This is an optimization exercise on Yosys and OpenROAD, whose aim is small area, not a production implementation.
In this exercise RTL edits were held to simulation tests only and were not proved equivalent to the original.
Power figures rest on the tool's default switching activity, not on a simulated workload.

==> module sram_64x8, before the edit <==
module sram_64x8 (
    input  wire       clk,
    input  wire       arst_n,
    input  wire [5:0] tau,        
    input  wire       swept,      
    input  wire       wr_req,     
    input  wire [5:0] addr,       
    input  wire [7:0] wdata,      
    output wire [7:0] rdata
);
    reg        wr_late;
    reg  [7:0] ring_e [0:31];     
    reg  [7:0] ring_o [0:31];     
    wire [5:0] pos = addr + tau;           
    wire       now = wr_req & ~pos[0];     
    wire       wr  = now | wr_late;
    wire [4:0] port = pos[5:1];            
    wire [7:0] wd  = swept ? wdata : 8'd0;
    wire [7:0] ring_q = pos[0] ? ring_o[pos[5:1]] : ring_e[pos[5:1]];
    assign rdata = ring_q ^ {8{pos[1] ^ pos[0]}};
    always @(posedge clk or negedge arst_n) begin
        if (!arst_n) begin
            wr_late <= 1'b0;
        end else begin
            wr_late <= wr_req & pos[0];
        end
    end
    integer q;
    always @(posedge clk) begin
        ring_e[0] <= ring_o[31];
        for (q = 1; q < 32; q = q + 1)
            ring_e[q] <= ring_o[q-1];
    end
    always @(posedge clk or negedge arst_n) begin
        if (!arst_n) begin
            for (q = 0; q < 32; q = q + 1)
                ring_o[q] <= (q % 2 == 0) ? 8'hff : 8'h00;
        end else begin
            for (q = 0; q < 32; q = q + 1)
                ring_o[q] <= ~(((wr & (port == q)) | ~swept) ? (wd ^ {8{q[0]}}) : ring_e[q]);
        end
    end
endmodule
==> module uc_8bits, before the edit <==
module uc_8bits (
    input  wire        clk,
    input  wire        clk_valid,
    input  wire        arst_n,
    input  wire [7:0]  in,
    input  wire [15:0] flash_data,
    output wire [7:0]  out0, out1,
    output wire [11:0] pc_out,
    output wire        bootstrapping,
    output wire        cu_state,
    output wire        equal_flag, carry_flag,
    output wire        out_select
);
    reg        state;
    reg [11:0] pc;
    reg [3:0]  op;           
    reg [3:0]  rd;           
    reg [7:0]  ab;           
    reg [7:0]  a_q;          
    reg [1:0]  fl_src;       
    reg [1:0]  fl;           
    reg [7:0]  out_gpio;
    reg        out_sel;
    reg [5:0]  tau;
    reg        swept;        
    wire [3:0] f_op = flash_data[15:12];
    wire [3:0] ra   = ab[7:4];
    wire [3:0] rb   = ab[3:0];
    wire       f_rd_d  = (f_op == 4'd2) | (f_op == 4'd7);
    wire       ex_st   = (op == 4'd2);
    wire [3:0] rp_addr = state ? (ex_st ? flash_data[11:8] : rb)
                               : (f_rd_d ? flash_data[11:8] : flash_data[7:4]);
    wire [7:0] rp;
    wire [7:0] alu_y;
    wire       alu_eq, alu_c;
    alu ALU (.a(a_q), .b(rp), .op(op[2:0]), .result(alu_y),
             .equal_out(alu_eq), .carry_out(alu_c));
    wire       ex_v = clk_valid & state;
    reg        st_prev;      
    reg  [7:0] st_next;      
    wire [7:0] sram_q;
    sram_64x8 SRAM (.clk(clk), .arst_n(arst_n), .tau(tau), .swept(swept),
                    .wr_req(ex_v & (ex_st | st_prev)),
                    .addr({ra[1:0], rb}), .wdata(ex_st ? a_q : st_next),
                    .rdata(sram_q));
    wire        taken = (op == 4'd3) | ((op == 4'd4) & fl[1]) | ((op == 4'd5) & fl[0]);
    wire [11:0] pc_d  = taken ? {rd, ab} : pc + 12'd1;
    wire [7:0]  in_val = (pc_d[11:9] == 3'd0) ? flash_data[7:0] : in;
    always @(posedge clk or negedge arst_n) begin
        if (!arst_n) begin
            state <= 1'b0;
            pc    <= 12'd0;
            op    <= 4'd0;
            st_prev <= 1'b0;
        end else if (clk_valid) begin
            state <= ~state;
            if (!state) begin
                pc <= pc_d;
                op <= f_op;
                st_prev <= (op == 4'd2);
            end
        end
    end
    always @(posedge clk) begin
        if (clk_valid & ~state) begin
            rd <= flash_data[11:8];
            ab <= flash_data[7:0];
        end
        if (!state)
            a_q <= (f_op == 4'd6) ? in_val : rp;
        if (state & ex_st)
            st_next <= rp;
    end
    always @(posedge clk or negedge arst_n) begin
        if (!arst_n) begin
            fl_src   <= 2'b00;
            fl       <= 2'b00;
            out_gpio <= 8'd0;
            out_sel  <= 1'b0;
        end else if (clk_valid) begin
            if (state) begin
                fl_src <= {alu_eq, alu_c};
                if (op == 4'd7) begin
                    out_gpio <= a_q;
                    out_sel  <= rb[0];
                end
            end else begin
                fl <= fl_src;
            end
        end
    end
    always @(posedge clk or negedge arst_n) begin
        if (!arst_n) begin
            tau   <= 6'd0;
            swept <= 1'b0;
        end else begin
            tau   <= tau + 6'd1;
            swept <= 1'b1;
        end
    end
    wire       rf_we = ex_v & (op[3] | (op == 4'd1) | (op == 4'd6));
    wire [7:0] rf_wd = op[3] ? alu_y : (op[1] ? a_q : sram_q);
    regfile_ring RF (.clk(clk), .arst_n(arst_n), .tau(tau[3:0]), .swept(swept),
                     .wr_req(rf_we), .waddr(rd), .wdata(rf_wd),
                     .raddr(rp_addr), .rdata(rp));
    assign pc_out        = pc;
    assign bootstrapping = (pc[11:9] == 3'd0);
    assign cu_state      = state;
    assign equal_flag    = fl[1];
    assign carry_flag    = fl[0];
    assign out_select    = out_sel;
    assign out0          = out_sel ? 8'd0 : out_gpio;
    assign out1          = out_sel ? out_gpio : 8'd0;
endmodule
clock: 10.0 ns
lec_check: 0
abc_area: 1
cap_margin: 10
core_margin: 2
core_utilization: 60
slew_margin: 10
standard.sh (not shown) runs the stock make flow with config.mk's settings and CLKGATE_MAP_FILE= SYNTH_SCRIPT=/design/flow/synth_recipe.tcl, a recipe that flattens the netlist after the stock synthesis.
==> flow/flow/run.sh <==
#!/bin/bash
# The standard layout (standard.sh) with these changes to how it is made:
# - clock tree synthesis without dummy loads and with larger sink clusters
# - plain buf_1 port buffers
set -euo pipefail
here=$(pwd)
sed "s|^source \$::env(SCRIPTS_DIR)/synth.tcl|proc abc {args} { set i [lsearch \$args -script]; lset args [expr {\$i+1}] $here/flow/abc_area.script; yosys abc {*}\$args }\nsource \$::env(SCRIPTS_DIR)/synth.tcl|" synth_recipe.tcl > flow_synth.tcl
sed "s|SYNTH_SCRIPT=[^ ]*|SYNTH_SCRIPT=$here/flow_synth.tcl|" standard.sh > flow_standard.sh
export CTS_ARGS="-sink_clustering_enable -repair_clock_nets -dont_use_dummy_load -buf_list sky130_fd_sc_hd__clkbuf_8 -sink_clustering_size 16 -sink_clustering_max_diameter 60"
export BUFFER_PORTS_ARGS="-buffer_cell sky130_fd_sc_hd__buf_1"
bash flow_standard.sh > standard_flow.log 2>&1
==> flow/flow/abc_area.script <==
strash
dch -f
amap
strash
dch -f
amap
topo
Change:
--- a/flow/design.v
+++ b/flow/design.v
@@ -43,8 +43,10 @@
     input  wire [5:0] tau,        
     input  wire       swept,      
     input  wire       wr_req,     
     input  wire [5:0] addr,       
+    input  wire       fetch,      
+    input  wire [5:0] faddr,      
     input  wire [7:0] wdata,      
     output wire [7:0] rdata
 );
     reg        wr_late;
@@ -54,17 +56,23 @@
     wire       now = wr_req & ~pos[0];     
     wire       wr  = now | wr_late;
     wire [4:0] port = pos[5:1];            
     wire [7:0] wd  = swept ? wdata : 8'd0;
-    wire [7:0] ring_q = pos[0] ? ring_o[pos[5:1]] : ring_e[pos[5:1]];
-    assign rdata = ring_q ^ {8{pos[1] ^ pos[0]}};
+    reg  [7:0] rbuf;
+    wire [5:0] raddr = fetch ? faddr : addr;
+    wire [5:0] rpos  = raddr + tau;
+    wire [7:0] even_q = ring_e[rpos[5:1]] ^ {8{rpos[1]}};
+    assign rdata = rpos[0] ? rbuf : even_q;
     always @(posedge clk or negedge arst_n) begin
         if (!arst_n) begin
             wr_late <= 1'b0;
         end else begin
             wr_late <= wr_req & pos[0];
         end
     end
+    always @(posedge clk)
+        if (!rpos[0])
+            rbuf <= (wr_late & (raddr == addr)) ? wd : (swept ? even_q : 8'd0);
     integer q;
     always @(posedge clk) begin
         ring_e[0] <= ring_o[31];
         for (q = 1; q < 32; q = q + 1)
@@ -122,9 +130,10 @@
     reg  [7:0] st_next;      
     wire [7:0] sram_q;
     sram_64x8 SRAM (.clk(clk), .arst_n(arst_n), .tau(tau), .swept(swept),
                     .wr_req(ex_v & (ex_st | st_prev)),
-                    .addr({ra[1:0], rb}), .wdata(ex_st ? a_q : st_next),
+                    .addr({ra[1:0], rb}), .fetch(~state), .faddr(flash_data[5:0]),
+                    .wdata(ex_st ? a_q : st_next),
                     .rdata(sram_q));
     wire        taken = (op == 4'd3) | ((op == 4'd4) & fl[1]) | ((op == 4'd5) & fl[0]);
     wire [11:0] pc_d  = taken ? {rd, ab} : pc + 12'd1;
     wire [7:0]  in_val = (pc_d[11:9] == 3'd0) ? flash_data[7:0] : in;
Count of clock-buffer cells in the layout goes up by 1; power is higher by 3.8%; register-to-register slack got worse by 0.12 ns; sequential cell count climbs by 8; cell count drops by 2.0%; maximum frequency went down by 1.7%; clock power stays flat.

==> re-timing with driven ports <==
In the flow no input, the clock included, has a driving cell. The finished layouts below were timed again as built, in two steps. Step 1 assumes that a clkbuf_16 drives the clock port and a buf_2 every other input. Step 2 times the ports against the registers' clock, not the clock port: input delays grow and output delays shrink by t, the midpoint of the rising clock arrivals with the driver on. Slacks: ideal / step 1 / step 2; pairs: ideal / step 1.
| run | t (ns) | setup WS [ns] | hold WS [ns] | worst register clock-pin slew, ns |
|---|---|---|---|---|
| the first run | 0.739 | 0.697 / 0.697 / -0.001 | 0.320 / 0.320 / 0.320 | 0.11 / 0.11 |
| the second run | 0.703 | 0.535 / 0.567 / -0.136 | 0.294 / 0.294 / 0.294 | 0.11 / 0.11 |
With both steps, setup timing fails in the first run and the second run, where it was met with ideal ports. For the first run, which loses most, drivers alone change the setup slack by 0.000 ns; drivers and shift together by -0.698 ns.
